Source: an optimization exercise on an open RTL-to-GDS flow (aim: small area). Production flows keep margins and buffers that such runs may drop.
Only simulation tests tie the RTL to the original design; equivalence was not proved.
Power figures rest on the tool's default switching activity, not on a simulated workload.

==> flow/design.v (excerpt) <==
module CPU(
    input [0:0] clk,
    input [0:0] reset,
    input [15:0] in,
    output [15:0] out,
    output [7:0] imem_addr,
    input [15:0] imem_data,
    output [7:0] dmem_addr,
    output [15:0] dmem_wdata,
    output dmem_we,
    input [15:0] dmem_rdata
);
clock: 14.0 ns
lec_check: 0
abc_area: 1
cap_margin: 20
core_margin: 2
core_utilization: 40
cts_buf_list: sky130_fd_sc_hd__clkbuf_4
cts_cluster_diameter: 70
cts_cluster_size: 8
gpl_timing_driven: 0
slew_margin: 20
run.sh (not shown) runs the stock make flow with config.mk's settings and CLKGATE_MAP_FILE= SYNTH_SCRIPT=/design/flow/synth_recipe.tcl, a recipe that flattens the netlist after the stock synthesis.
Edit:
--- a/flow/config.mk
+++ b/flow/config.mk
@@ -7,3 +7,3 @@
 export LEC_CHECK = 0
-export ABC_AREA = 1
+export ABC_AREA = 0
 export CAP_MARGIN = 20
@@ -14,3 +14,3 @@
 export CTS_CLUSTER_SIZE = 8
-export GPL_TIMING_DRIVEN = 0
+export PLACE_DENSITY = 0.85
 export SLEW_MARGIN = 20
Outcome: Via count fell by roughly a tenth; worst hold slack degrades by 0.0031 ns; setup slack is better by 0.47 ns; maximum frequency goes up by a few percent; routed wire length went down by about a fifth; core utilization came out lower by 0.73 points; flip-flop and latch count is unchanged; global-route usage is lower by 7.1 points.
Edit:
--- a/flow/config.mk
+++ b/flow/config.mk
@@ -7,3 +7,3 @@
 export LEC_CHECK = 0
-export ABC_AREA = 0
+export ABC_AREA = 1
 export CAP_MARGIN = 20
@@ -11,6 +11,5 @@
 export CORE_UTILIZATION = 40
-export CTS_BUF_LIST = sky130_fd_sc_hd__clkbuf_4
+export CTS_BUF_LIST = sky130_fd_sc_hd__clkbuf_8
 export CTS_CLUSTER_DIAMETER = 70
-export CTS_CLUSTER_SIZE = 8
-export PLACE_DENSITY = 0.85
+export CTS_CLUSTER_SIZE = 12
 export SLEW_MARGIN = 20
The new run finished with timing, DRC and antenna clean.
Wire length went up by about 15%.
Cell area barely changes.
Power went up by 5.1%.
Synthesized cell count went up by about 16%.
Sequential power went down by about 3%.
Worst setup slack improved by 0.44 ns.
Non-clock buffer count went down by 13.
Cell count went up by about 13%.
Sequential share of layout area hardly moves.
Utilization went up by 0.21 points.
Clock power went up by 19%.
Edit:
--- a/flow/config.mk
+++ b/flow/config.mk
@@ -11,5 +11,6 @@
 export CORE_UTILIZATION = 40
-export CTS_BUF_LIST = sky130_fd_sc_hd__clkbuf_8
-export CTS_CLUSTER_DIAMETER = 70
-export CTS_CLUSTER_SIZE = 12
+export CTS_BUF_LIST = sky130_fd_sc_hd__clkbuf_4
+export CTS_CLUSTER_DIAMETER = 60
+export CTS_CLUSTER_SIZE = 9
+export PLACE_DENSITY = 0.85
 export SLEW_MARGIN = 20
Effect: The new run finished with timing, DRC and antenna clean. Final area came out lower slightly. Power drops by a few percent. Fmax is about the same. Wire length came out lower by a few percent. Setup slack gets worse by 0.016 ns. Utilization falls by 0.67 points. Non-clock buffer count decreases by 10.
Edit:
--- a/flow/config.mk
+++ b/flow/config.mk
@@ -10,7 +10,6 @@
 export CORE_MARGIN = 2
-export CORE_UTILIZATION = 40
+export CORE_UTILIZATION = 50
 export CTS_BUF_LIST = sky130_fd_sc_hd__clkbuf_4
-export CTS_CLUSTER_DIAMETER = 60
-export CTS_CLUSTER_SIZE = 9
-export PLACE_DENSITY = 0.85
+export CTS_CLUSTER_DIAMETER = 70
+export CTS_CLUSTER_SIZE = 8
 export SLEW_MARGIN = 20
After rerunning: The new run finished clean. Wire length grows by about 0.75%. Final area barely changes. Worst hold slack loses 0.014 ns. Clock power is higher by 6.5%. Flip-flop and latch count stays the same. First-iteration DRC count is higher by about 40%. Count of clock-buffer cells in the layout came out higher by 2.

========
CPU again, from the RTL that the note above started with.
clock: 14.0 ns
lec_check: 0
abc_area: 1
cap_margin: 20
core_margin: 2
core_utilization: 40
cts_buf_list: sky130_fd_sc_hd__clkbuf_4 sky130_fd_sc_hd__clkbuf_8
cts_cluster_diameter: 80
cts_cluster_size: 10
place_density: 0.75
slew_margin: 20
Rerun with:
Settings changed: CTS_BUF_LIST sky130_fd_sc_hd__clkbuf_4 sky130_fd_sc_hd__clkbuf_8 to sky130_fd_sc_hd__clkbuf_4, CTS_CLUSTER_DIAMETER 80 to 70, CTS_CLUSTER_SIZE 10 to 8, PLACE_DENSITY 0.75 to 0.85.
Effect: The new run completed with no timing, DRC or antenna violations; routed wire length fell by 0.58%; first-iteration DRC count grows by 15%; register-to-register slack improves by 50 ps.

========
## alpha
Starting RTL as in the previous note.
Design CPU, start of the top module:
module CPU(
    input [0:0] clk,
    input [0:0] reset,
    input [15:0] in,
    output [15:0] out,
    output [7:0] imem_addr,
    input [15:0] imem_data,
    output [7:0] dmem_addr,
    output [15:0] dmem_wdata,
    output dmem_we,
    input [15:0] dmem_rdata
);
reg [15:0] pc;       
reg [15:0] fpc;      
reg [15:0] ir;       
reg        v;        
reg        lz;       
reg [15:0] A, B;     
reg [15:3] irE;      
reg [2:0]  opE;      
reg [15:0] resM;     
reg [15:0] dM;       
reg [2:0]  rdM;
reg        rwM, mwM, msM, jalM;
reg [15:0] valW;     
reg [2:0]  rdW;
reg        rwW;
reg [15:0] rf [1:7];  
wire [2:0] opD  = ir[2:0];
wire [2:0] rs1D = ir[8:6];
wire [2:0] rs2D = ir[11:9];
wire [2:0] rdD  = ir[5:3];
wire isJalD = (opD == 3'd6);
wire isJrD  = (opD == 3'd7);
wire useRd  = (opD == 3'd3) || isJrD;
wire [2:0] rbD = useRd ? rdD : rs2D;
wire [15:0] inc = pc + 16'd2;
wire byA = !isJalD && rs1D != 3'd0 && rs1D == rdW && rwW;
wire byB = !isJrD  && rbD  != 3'd0 && rbD  == rdW && rwW;
reg [15:0] ra, rb;
integer k;
always @(*) begin
    ra = (fpc & {16{isJalD}}) | (valW & {16{byA}});
    rb = valW & {16{byB}};
    for (k = 1; k < 8; k = k + 1) begin
        ra = ra | (rf[k] & {16{rs1D == k && !isJalD && !byA}});
        rb = rb | (rf[k] & {16{rbD == k && !byB}});
    end
end
wire c1f = (rs1D != 3'd0) && rs1D == rdM && rwM;
wire c2f = (rs2D != 3'd0) && rs2D == rdM && rwM;
wire [15:0] c1 = c1f ? valW : ra;
wire [15:0] c2 = c2f ? valW : rb;
wire [15:0] cdiff;
wire cnb;
ripple_add #(16) cmp_sub (.a(c1), .b(~c2), .ci(1'b1), .s(cdiff), .co(cnb));
wire take = v && (opD[2] && (opD[1] || (opD[0] ? !cnb : (cdiff == 16'd0))));
wire [15:0] immB = isJalD ? {{5{ir[15]}}, ir[15:6], 1'b0}
                          : {{8{ir[15]}}, ir[15:12], ir[5:3], 1'b0};
wire [15:0] tgt;
ripple_add #(16) tgt_add (.a(fpc), .b(immB), .ci(1'b0), .s(tgt), .co());
wire selJr  = !reset && take && isJrD;
wire selTgt = !reset && take && !isJrD;
wire selInc = !reset && !take;
always @(posedge clk) begin
    pc  <= (rb & {16{selJr}}) | (tgt & {16{selTgt}}) | (inc & {16{selInc}});
    fpc <= pc;
end
assign imem_addr = pc[8:1];
  ...
Settings: LEC_CHECK=0, ABC_AREA=1, CAP_MARGIN=20, CORE_MARGIN=2, CORE_UTILIZATION=40, CTS_BUF_LIST=sky130_fd_sc_hd__clkbuf_4, CTS_CLUSTER_DIAMETER=100, CTS_CLUSTER_SIZE=8, PLACE_DENSITY=0.85, SLEW_MARGIN=20; clock period 14.0 ns.
alpha | stages: all done | timing, DRC, antenna: all pass
Modified inputs, beta compared to alpha
Settings: PLACE_DENSITY changed from 0.85 to 0.75; CTS_CLUSTER_DIAMETER changed from 100 to 70.
==> results.txt <==
- beta: PASS, flow complete, no timing, DRC or antenna violations
- Compared with alpha, beta shows a higher number of antenna diodes.
- In terms of final net count, alpha and beta differ only marginally.
- Diff alpha -> beta: maximum clock frequency fell about 0.9%; deepest clock path buffer count held; total clock buffers created by CTS rose by 1; via count of the routed design down 1.5%; worst slack on hold paths climbed 0.012 ns.
- Global-route usage delta for beta relative to alpha: 0.76 points higher
- Comparing alpha and beta, the lower global-route wire length before repair was measured on alpha.
## Diff of input files: gamma against beta
Settings: PLACE_DENSITY: 0.75 -> 0.92.
### Flow results
- Compared with beta, gamma shows total global-route track usage lower by 0.93 points.
- Sequential share of layout area of beta is on par with gamma.
- gamma has clock buffer and inverter area fraction after layout below what beta had.
- Changes observed in gamma relative to beta: logic depth of the worst register-to-register path -30%, via count +385, switching power +0.60%.
- Run comparison: beta top metal layer carrying routed signals met4; gamma top metal layer carrying routed signals met5
